This design comes from an exercise in tuning for small area on the open sky130 flow, not from production work. Function was checked by simulation only, so behaviour that the tests miss may differ from the original. Power figures rest on the tool's default switching activity, not on a simulated workload. The flow treats the clock pin as an ideal source, which a real chip does not have.

==> trial 8 <==
## facedet_display
module facedet_display(
    input wire clk,
    input wire rst,
    output wire [14:0] rd_addr,
    input wire [19:0] ii_rddata,
    input wire detected_flag,
    input wire continuous,
    output wire vga_hsync,
    output wire vga_vsync,
    output wire [3:0] vga_r,
    output wire [3:0] vga_g,
    output wire [3:0] vga_b
    );
export LEC_CHECK = 0
export CAP_MARGIN = 20
export CORE_MARGIN = 2
export CORE_UTILIZATION = 65
export PLACE_DENSITY = 0.75
export SLEW_MARGIN = 20
create_clock -name core_clock -period 12.0 [get_ports {clk}]
standard.sh (not shown) runs the stock make flow with config.mk's settings and CLKGATE_MAP_FILE= SYNTH_SCRIPT=/design/flow/synth_recipe.tcl, a recipe that flattens the netlist after the stock synthesis.
==> flow/flow/run.sh <==
#!/bin/bash
# Standard layout with three changes: logic cells shrunk to their smallest
# drive after floorplanning, port buffers of the smallest buffer cell, and
# clock tree synthesis without dummy loads and with larger sink clusters.
set -euo pipefail
here=$(pwd)
export POST_FLOORPLAN_TCL=$here/flow/downsize.tcl
export BUFFER_PORTS_ARGS="-buffer_cell sky130_fd_sc_hd__buf_1"
export CTS_ARGS="-sink_clustering_enable -repair_clock_nets -dont_use_dummy_load -sink_clustering_size 38 -sink_clustering_max_diameter 60"
bash standard.sh > $here/standard.log 2>&1
==> flow/flow/downsize.tcl <==
# Shrink each logic cell to the smallest drive strength of its family. The
# design has several ns of slack at its period; the resizer's later
# repair_design restores drive wherever a slew or load limit needs it.
set dont_use [split $::env(DONT_USE_CELLS)]
set n 0
set saved 0.0
foreach inst [get_cells *] {
  set master [get_property $inst ref_name]
  if { ![regexp {^(sky130_fd_sc_hd__[a-z0-9]+)_([0-9]+)$} $master -> base sz] } { continue }
  if { [regexp {^sky130_fd_sc_hd__(df|ed|sd|dl|tap|fill|decap|conb|clk|probe|lpflow)} $master] } { continue }
  set cur [lindex [get_lib_cells */$master] 0]
  set best $master
  set best_area [get_property $cur area]
  set area0 $best_area
  foreach lc [get_lib_cells */${base}_*] {
    set name [get_property $lc name]
    if { ![regexp "^${base}_\[0-9\]+\$" $name] } { continue }
    if { [lsearch -exact $dont_use $name] >= 0 } { continue }
    set a [get_property $lc area]
    if { $a < $best_area } {
      set best $name
      set best_area $a
    }
  }
  if { $best ne $master } {
    replace_cell $inst $best
    incr n
    set saved [expr {$saved + $area0 - $best_area}]
  }
}
puts "downsize.tcl: replaced $n cells, [format %.1f $saved] um2 less"
==> inputs of trial 29, as changes to trial 8 <==
==> flow/flow/run.sh (replaced) <==
#!/bin/bash
# Standard layout with four changes: ABC maps the logic with an area-oriented
# script (the flip-flops and their names are those of the standard
# synthesis), logic cells are shrunk to their smallest drive after
# floorplanning, port buffers use the smallest buffer cell, and clock tree
# synthesis runs without dummy loads and with larger sink clusters.
set -euo pipefail
here=$(pwd)
cp -r "$FLOW_HOME/scripts" "$here/scripts"
cp "$here/flow/abc_area.script" "$here/scripts/abc_speed.script"
export SCRIPTS_DIR=$here/scripts
export POST_FLOORPLAN_TCL=$here/flow/downsize.tcl
export BUFFER_PORTS_ARGS="-buffer_cell sky130_fd_sc_hd__buf_1"
export CTS_ARGS="-sink_clustering_enable -repair_clock_nets -dont_use_dummy_load -sink_clustering_size 36 -sink_clustering_max_diameter 100"
bash standard.sh > $here/standard.log 2>&1
==> flow/flow/abc_area.script (new file) <==
&get -n
&st
&dch
&nf -p
&st
&syn2
&dch
&nf -p
&st
&syn2
&dch
&nf -p
&st
&syn2
&dch
&nf -p
&st
&dch
&nf -R 1000 -p
&put
Settings changed: CORE_UTILIZATION 65 to 45, PLACE_DENSITY 0.75 to 0.6.
==> inputs of build 1, as changes to trial 8 <==
==> flow/flow/run.sh (replaced) <==
#!/bin/bash
# Standard layout with four changes: ABC maps the logic with an area-oriented
# script (the flip-flops and their names are those of the standard
# synthesis), logic cells are shrunk to their smallest drive after
# floorplanning, port buffers use the smallest buffer cell, and clock tree
# synthesis runs without dummy loads and with larger sink clusters.
set -euo pipefail
here=$(pwd)
cp -r "$FLOW_HOME/scripts" "$here/scripts"
cp "$here/flow/abc_area.script" "$here/scripts/abc_speed.script"
export SCRIPTS_DIR=$here/scripts
export POST_FLOORPLAN_TCL=$here/flow/downsize.tcl
export BUFFER_PORTS_ARGS="-buffer_cell sky130_fd_sc_hd__buf_1"
export CTS_ARGS="-sink_clustering_enable -repair_clock_nets -dont_use_dummy_load -sink_clustering_size 40 -sink_clustering_max_diameter 50"
bash standard.sh > $here/standard.log 2>&1
==> flow/flow/abc_area.script (new file) <==
&get -n
&st
&dch
&nf -p
&st
&syn2
&dch
&nf -p
&st
&syn2
&dch
&nf -p
&st
&syn2
&dch
&nf -p
&st
&dch
&nf -R 1000 -p
&put
Settings changed: CORE_UTILIZATION 65 to 70, PLACE_DENSITY 0.75 to 0.85.
==> impl_metrics.toml <==
[drt]
wire_per_inst_um = 14.4
via_count = 6219
viasPerCell = 4.61

[die]
start_util_pct = 66.4

[worst_setup_path]
r2r_end = "ring[0]"
slowest_delay_ps = 620

[sta]
min_period_over_period_pct = 45.3

[run_status]
status = "timing/DRC/antenna clean"

[pwr]
seqPwrFrac_pct = 68.0
power.leakage_uw = 0.00667

[clocking]
htreeDepth = 1
the above is filed under trial 8

==> impl_metrics.toml <==
[die]
start_util_pct = 45.8

[run_status]
status = "timing/DRC/antenna clean"

[pwr]
seqPwrFrac_pct = 70.2
power.leakage_uw = 0.00648

[worst_setup_path]
r2r_end = "addr_hi[4]"

[clocking]
htreeDepth = 1

[drt]
via_count = 6132
wire_per_inst_um = 11.7

[sta]
min_period_over_period_pct = 46.6
the above is filed under trial 29

==> impl_metrics.toml <==
[run_status]
status = "timing/DRC/antenna clean"

[worst_setup_path]
slowest_delay_ps = 520
r2r_end = "addr_hi[6]"

[sta]
min_period_over_period_pct = 47.3

[clocking]
htreeDepth = 2

[pwr]
seqPwrFrac_pct = 65.9

[drt]
wire_per_inst_um = 17.5
via_count = 6501

[layout]
dominant-cell-class = "registers"
the above is filed under build 1



==> inputs of job 7311 <==
==> flow/design.v <==
`timescale 1ns / 1ps
module facedet_display(
    input wire clk,
    input wire rst,
    output wire [14:0] rd_addr,
    input wire [19:0] ii_rddata,
    input wire detected_flag,
    input wire continuous,
    output wire vga_hsync,
    output wire vga_vsync,
    output wire [3:0] vga_r,
    output wire [3:0] vga_g,
    output wire [3:0] vga_b
    );
    reg [9:0] hpos;
    reg [9:0] vcnt;
    always @(posedge clk) begin
        if (rst) begin
            hpos <= 10'd623;
            vcnt <= 10'd234;
        end else if (hpos == 10'd398) begin
            hpos <= 10'd623;
            vcnt <= (vcnt == 10'd238) ? 10'd738 : vcnt + 10'd1;
        end else begin
            hpos <= hpos + 10'd1;
        end
    end
    wire rows = ((vcnt >= 10'd918) || (vcnt <= 10'd13));
    wire addr_en = rows && ((hpos >= 10'd864));
    wire data_en = rows && ((hpos >= 10'd867) || (hpos <= 10'd2));
    wire addr_clr = ((vcnt == 10'd204) && (hpos != 10'd623)) || ((vcnt >= 10'd205) && (vcnt <= 10'd238));
    reg [9:0] addr_hi;
    always @(posedge clk) begin
        if (addr_clr)
            addr_hi <= 10'd0;
        else if (addr_en && (hpos[4:0] == 5'd31))
            addr_hi <= addr_hi + 10'd1;
    end
    assign rd_addr = {addr_hi, addr_en ? hpos[4:0] : 5'd0};
    reg [639:0] ring;
    wire [3:0] above = ring[639:636];
    wire [3:0] feed = data_en ? ii_rddata[3:0] : (addr_clr ? 4'd0 : above);
    always @(posedge clk)
        ring <= {ring[635:0], feed};
    wire [3:0] diff = ii_rddata[3:0] - above;
    reg [3:0] row_buff;
    reg [3:0] bw_reg;
    reg [3:0] grey;
    always @(posedge clk) begin
        if (addr_clr)
            row_buff <= 4'd0;
        else if (data_en)
            row_buff <= diff;
        bw_reg <= data_en ? diff - row_buff : 4'd0;
        grey <= bw_reg;
    end
    reg cont_q, det_q;
    always @(posedge clk) begin
        cont_q <= continuous;
        det_q <= detected_flag;
    end
    wire rect = ((hpos >= 10'd724) && (hpos <= 10'd823)) && ((vcnt >= 10'd838) && (vcnt <= 10'd938));
    wire vwin = (vcnt[9:4] == 6'd55) && (vcnt[3:0] != 4'd0);
    wire [2:0] ady = vcnt[3] ? vcnt[2:0] : 3'd0 - vcnt[2:0];
    wire hin_a = (hpos[9:5] == 5'd3) && (hpos[4:0] <= 5'd11);
    wire hin_b = (hpos[9:5] == 5'd2) && (hpos[4:0] >= 5'd29);
    wire [2:0] adx = (hin_a && (hpos[4:2] != 3'd0)) ? hpos[2:0] - 3'd4 : 3'd4 - hpos[2:0];
    reg dot_t;
    always @* begin
        case ({adx, ady})
            6'd0: dot_t = 1'b1;
            6'd1: dot_t = 1'b1;
            6'd2: dot_t = 1'b1;
            6'd3: dot_t = 1'b1;
            6'd4: dot_t = 1'b1;
            6'd5: dot_t = 1'b1;
            6'd6: dot_t = 1'b1;
            6'd7: dot_t = 1'b1;
            6'd8: dot_t = 1'b1;
            6'd9: dot_t = 1'b1;
            6'd10: dot_t = 1'b1;
            6'd11: dot_t = 1'b1;
            6'd12: dot_t = 1'b1;
            6'd13: dot_t = 1'b1;
            6'd14: dot_t = 1'b1;
            6'd15: dot_t = 1'b1;
            6'd16: dot_t = 1'b1;
            6'd17: dot_t = 1'b1;
            6'd18: dot_t = 1'b1;
            6'd19: dot_t = 1'b1;
            6'd20: dot_t = 1'b1;
            6'd21: dot_t = 1'b1;
            6'd22: dot_t = 1'b1;
            6'd24: dot_t = 1'b1;
            6'd25: dot_t = 1'b1;
            6'd26: dot_t = 1'b1;
            6'd27: dot_t = 1'b1;
            6'd28: dot_t = 1'b1;
            6'd29: dot_t = 1'b1;
            6'd30: dot_t = 1'b1;
            6'd32: dot_t = 1'b1;
            6'd33: dot_t = 1'b1;
            6'd34: dot_t = 1'b1;
            6'd35: dot_t = 1'b1;
            6'd36: dot_t = 1'b1;
            6'd37: dot_t = 1'b1;
            6'd40: dot_t = 1'b1;
            6'd41: dot_t = 1'b1;
            6'd42: dot_t = 1'b1;
            6'd43: dot_t = 1'b1;
            6'd44: dot_t = 1'b1;
            6'd45: dot_t = 1'b1;
            6'd48: dot_t = 1'b1;
            6'd49: dot_t = 1'b1;
            6'd50: dot_t = 1'b1;
            6'd51: dot_t = 1'b1;
            6'd56: dot_t = 1'b1;
            6'd57: dot_t = 1'b1;
            default: dot_t = 1'b0;
        endcase
    end
    wire dot = vwin && (hin_a || hin_b) && dot_t;
    wire xr = (rect && !cont_q) || (dot && !det_q);
    wire xg = (rect && !cont_q) || (dot && det_q);
    wire xb = rect && cont_q;
    assign vga_hsync = !((hpos >= 10'd257) && (hpos <= 10'd352));
    assign vga_vsync = !((vcnt == 10'd205) || ((vcnt == 10'd204) && ((hpos >= 10'd627) || (hpos <= 10'd398))) ||
                         ((vcnt == 10'd206) && ((hpos >= 10'd623) && (hpos <= 10'd626))));
    assign vga_r = {4{xr}} | grey;
    assign vga_g = {4{xg}} | grey;
    assign vga_b = {4{xb}} | grey;
endmodule
==> flow/flow/run.sh <==
#!/bin/bash
# Standard layout with four changes: ABC maps the logic with an area-oriented
# script (the flip-flops and their names are those of the standard
# synthesis), logic cells are shrunk to their smallest drive after
# floorplanning, port buffers use the smallest buffer cell, and clock tree
# synthesis runs without dummy loads and with larger sink clusters.
set -euo pipefail
here=$(pwd)
cp -r "$FLOW_HOME/scripts" "$here/scripts"
cp "$here/flow/abc_area.script" "$here/scripts/abc_speed.script"
export SCRIPTS_DIR=$here/scripts
export POST_FLOORPLAN_TCL=$here/flow/downsize.tcl
export BUFFER_PORTS_ARGS="-buffer_cell sky130_fd_sc_hd__buf_1"
export CTS_ARGS="-sink_clustering_enable -repair_clock_nets -dont_use_dummy_load -sink_clustering_size 35 -sink_clustering_max_diameter 100 -sink_clustering_buffer sky130_fd_sc_hd__clkbuf_16 -buf_list sky130_fd_sc_hd__clkbuf_4 -root_buf sky130_fd_sc_hd__clkbuf_8"
bash standard.sh > $here/standard.log 2>&1
==> flow/flow/abc_area.script <==
&get -n
&st
&dch
&nf -p
&st
&syn2
&dch
&nf -p
&st
&syn2
&dch
&nf -p
&st
&syn2
&dch
&nf -p
&st
&dch
&nf -R 1000 -p
&put
==> flow/flow/downsize.tcl <==
# Shrink each logic cell to the smallest drive strength of its family. The
# design has several ns of slack at its period; the resizer's later
# repair_design restores drive wherever a slew or load limit needs it.
set dont_use [split $::env(DONT_USE_CELLS)]
set n 0
set saved 0.0
foreach inst [get_cells *] {
  set master [get_property $inst ref_name]
  if { ![regexp {^(sky130_fd_sc_hd__[a-z0-9]+)_([0-9]+)$} $master -> base sz] } { continue }
  if { [regexp {^sky130_fd_sc_hd__(df|ed|sd|dl|tap|fill|decap|conb|clk|probe|lpflow)} $master] } { continue }
  set cur [lindex [get_lib_cells */$master] 0]
  set best $master
  set best_area [get_property $cur area]
  set area0 $best_area
  foreach lc [get_lib_cells */${base}_*] {
    set name [get_property $lc name]
    if { ![regexp "^${base}_\[0-9\]+\$" $name] } { continue }
    if { [lsearch -exact $dont_use $name] >= 0 } { continue }
    set a [get_property $lc area]
    if { $a < $best_area } {
      set best $name
      set best_area $a
    }
  }
  if { $best ne $master } {
    replace_cell $inst $best
    incr n
    set saved [expr {$saved + $area0 - $best_area}]
  }
}
puts "downsize.tcl: replaced $n cells, [format %.1f $saved] um2 less"
==> flow/standard.sh <==
#!/bin/bash
# synth_recipe.tcl (not shown) runs the flow's synth.tcl, then flattens the netlist and writes it again
# the make line also repeats each setting of config.mk as NAME=value (left out here)
make -C /OpenROAD-flow-scripts/flow DESIGN_CONFIG=/design/flow/config.mk WORK_HOME=/design/flow/orfs CLKGATE_MAP_FILE= SYNTH_SCRIPT=/design/flow/synth_recipe.tcl "${@:-finish}"
==> flow/config.mk <==
export PLATFORM = sky130hd
export DESIGN_NAME = facedet_display
export DESIGN_NICKNAME = facedet_display
export VERILOG_FILES = /design/flow/design.v
export SDC_FILE = /design/flow/constraint.sdc
export NUM_CORES = 4
export LEC_CHECK = 0
export CAP_MARGIN = 20
export CORE_MARGIN = 2
export CORE_UTILIZATION = 45
export GPL_TIMING_DRIVEN = 0
export PLACE_DENSITY = 0.6
export SLEW_MARGIN = 20
==> flow/constraint.sdc <==
create_clock -name core_clock -period 12.0 [get_ports {clk}]
set_input_delay 2.4000 -clock core_clock [delete_from_list [all_inputs] [get_ports {clk}]]
set_output_delay 2.4000 -clock core_clock [all_outputs]
set_load 0.01 [all_outputs]
==> job 5552 (differences from job 7311) <==
--- a/flow/flow/run.sh
+++ b/flow/flow/run.sh
@@ -11,5 +11,5 @@
 export SCRIPTS_DIR=$here/scripts
 export POST_FLOORPLAN_TCL=$here/flow/downsize.tcl
 export BUFFER_PORTS_ARGS="-buffer_cell sky130_fd_sc_hd__buf_1"
-export CTS_ARGS="-sink_clustering_enable -repair_clock_nets -dont_use_dummy_load -sink_clustering_size 35 -sink_clustering_max_diameter 100 -sink_clustering_buffer sky130_fd_sc_hd__clkbuf_16 -buf_list sky130_fd_sc_hd__clkbuf_4 -root_buf sky130_fd_sc_hd__clkbuf_8"
+export CTS_ARGS="-sink_clustering_enable -repair_clock_nets -dont_use_dummy_load -sink_clustering_size 36 -sink_clustering_max_diameter 100 -sink_clustering_buffer sky130_fd_sc_hd__clkbuf_16 -buf_list sky130_fd_sc_hd__clkbuf_4 -root_buf sky130_fd_sc_hd__clkbuf_8"
 bash standard.sh > $here/standard.log 2>&1
--- a/flow/config.mk
+++ b/flow/config.mk
@@ -7,7 +7,7 @@
 export LEC_CHECK = 0
 export CAP_MARGIN = 20
 export CORE_MARGIN = 2
-export CORE_UTILIZATION = 45
+export CORE_UTILIZATION = 50
 export GPL_TIMING_DRIVEN = 0
-export PLACE_DENSITY = 0.6
+export PLACE_DENSITY = 0.65
 export SLEW_MARGIN = 20
==> qor summary <==
quantity                                                 job 7311        job 5552
Result of the run                                  finished clean  finished clean
Combinational power                                       35.2 uW         35.1 uW
Worst-case vdd ir drop                                  0.0916 mV       0.0987 mV
Die area                                             0.0355 sq mm    0.0320 sq mm
Endpoint of the worst setup timing path                  vga_g[3]        vga_g[1]
CTS Buf Count                                                  23              22
Power density over cell area                          195 mW/mm^2     195 mW/mm^2
Internal power                                            2.61 mW         2.60 mW
Clk pwr share                                               28.1%           27.7%
Routed via count divided by cell count                       4.22            4.37
Total of clock buffers placed in the layout                    23              22
Routed metal-1 wirelength                                 9850 um         9690 um
GR met1 Demand/Resource                                     15.9%           17.9%
Fraction of standard cell area that is sequential           82.6%           83.0%
Area delta synth->final                                     8.28%           7.71%
Critical Path AT                                          3.25 ns         3.31 ns
Final Power                                               3.23 mW         3.21 mW
Sequential share of power                                   70.8%           71.3%
Clock-cell share                                            3.27%           3.13%
Global Route met2 Usage                                     12.3%           14.8%

## re-timing with driven ports
How much do the figures lean on ideal ports? The routed layouts below were timed once more, with nothing changed but the port constraints.
Step 1: set_driving_cell puts a clkbuf_16 on clk and a buf_2 on each other input, an assumption about the parent block.
Step 2 also shifts input and output timing later by t, the mid clock arrival at the registers, as if the neighbouring blocks saw the same clock.
Slacks: no drivers / after step 1 / after step 2; pairs: no drivers / after step 1.
run | t (ns) | setup WS [ns] | worst setup path after step 2 | clock arrival spread, ns
trial 8 | 0.591 | 6.568 / 6.522 / 7.112 | register to output | 0.121 / 0.121
trial 29 | 0.579 | 6.414 / 6.363 / 6.941 | register to output | 0.069 / 0.069
build 1 | 0.549 | 6.325 / 6.279 / 6.828 | register to output | 0.079 / 0.079
job 7311 | 0.649 | 6.346 / 6.306 / 6.954 | register to output | 0.053 / 0.053
job 5552 | 0.646 | 6.290 / 6.251 / 6.897 | register to output | 0.066 / 0.066
After both steps every run listed still meets setup and hold.
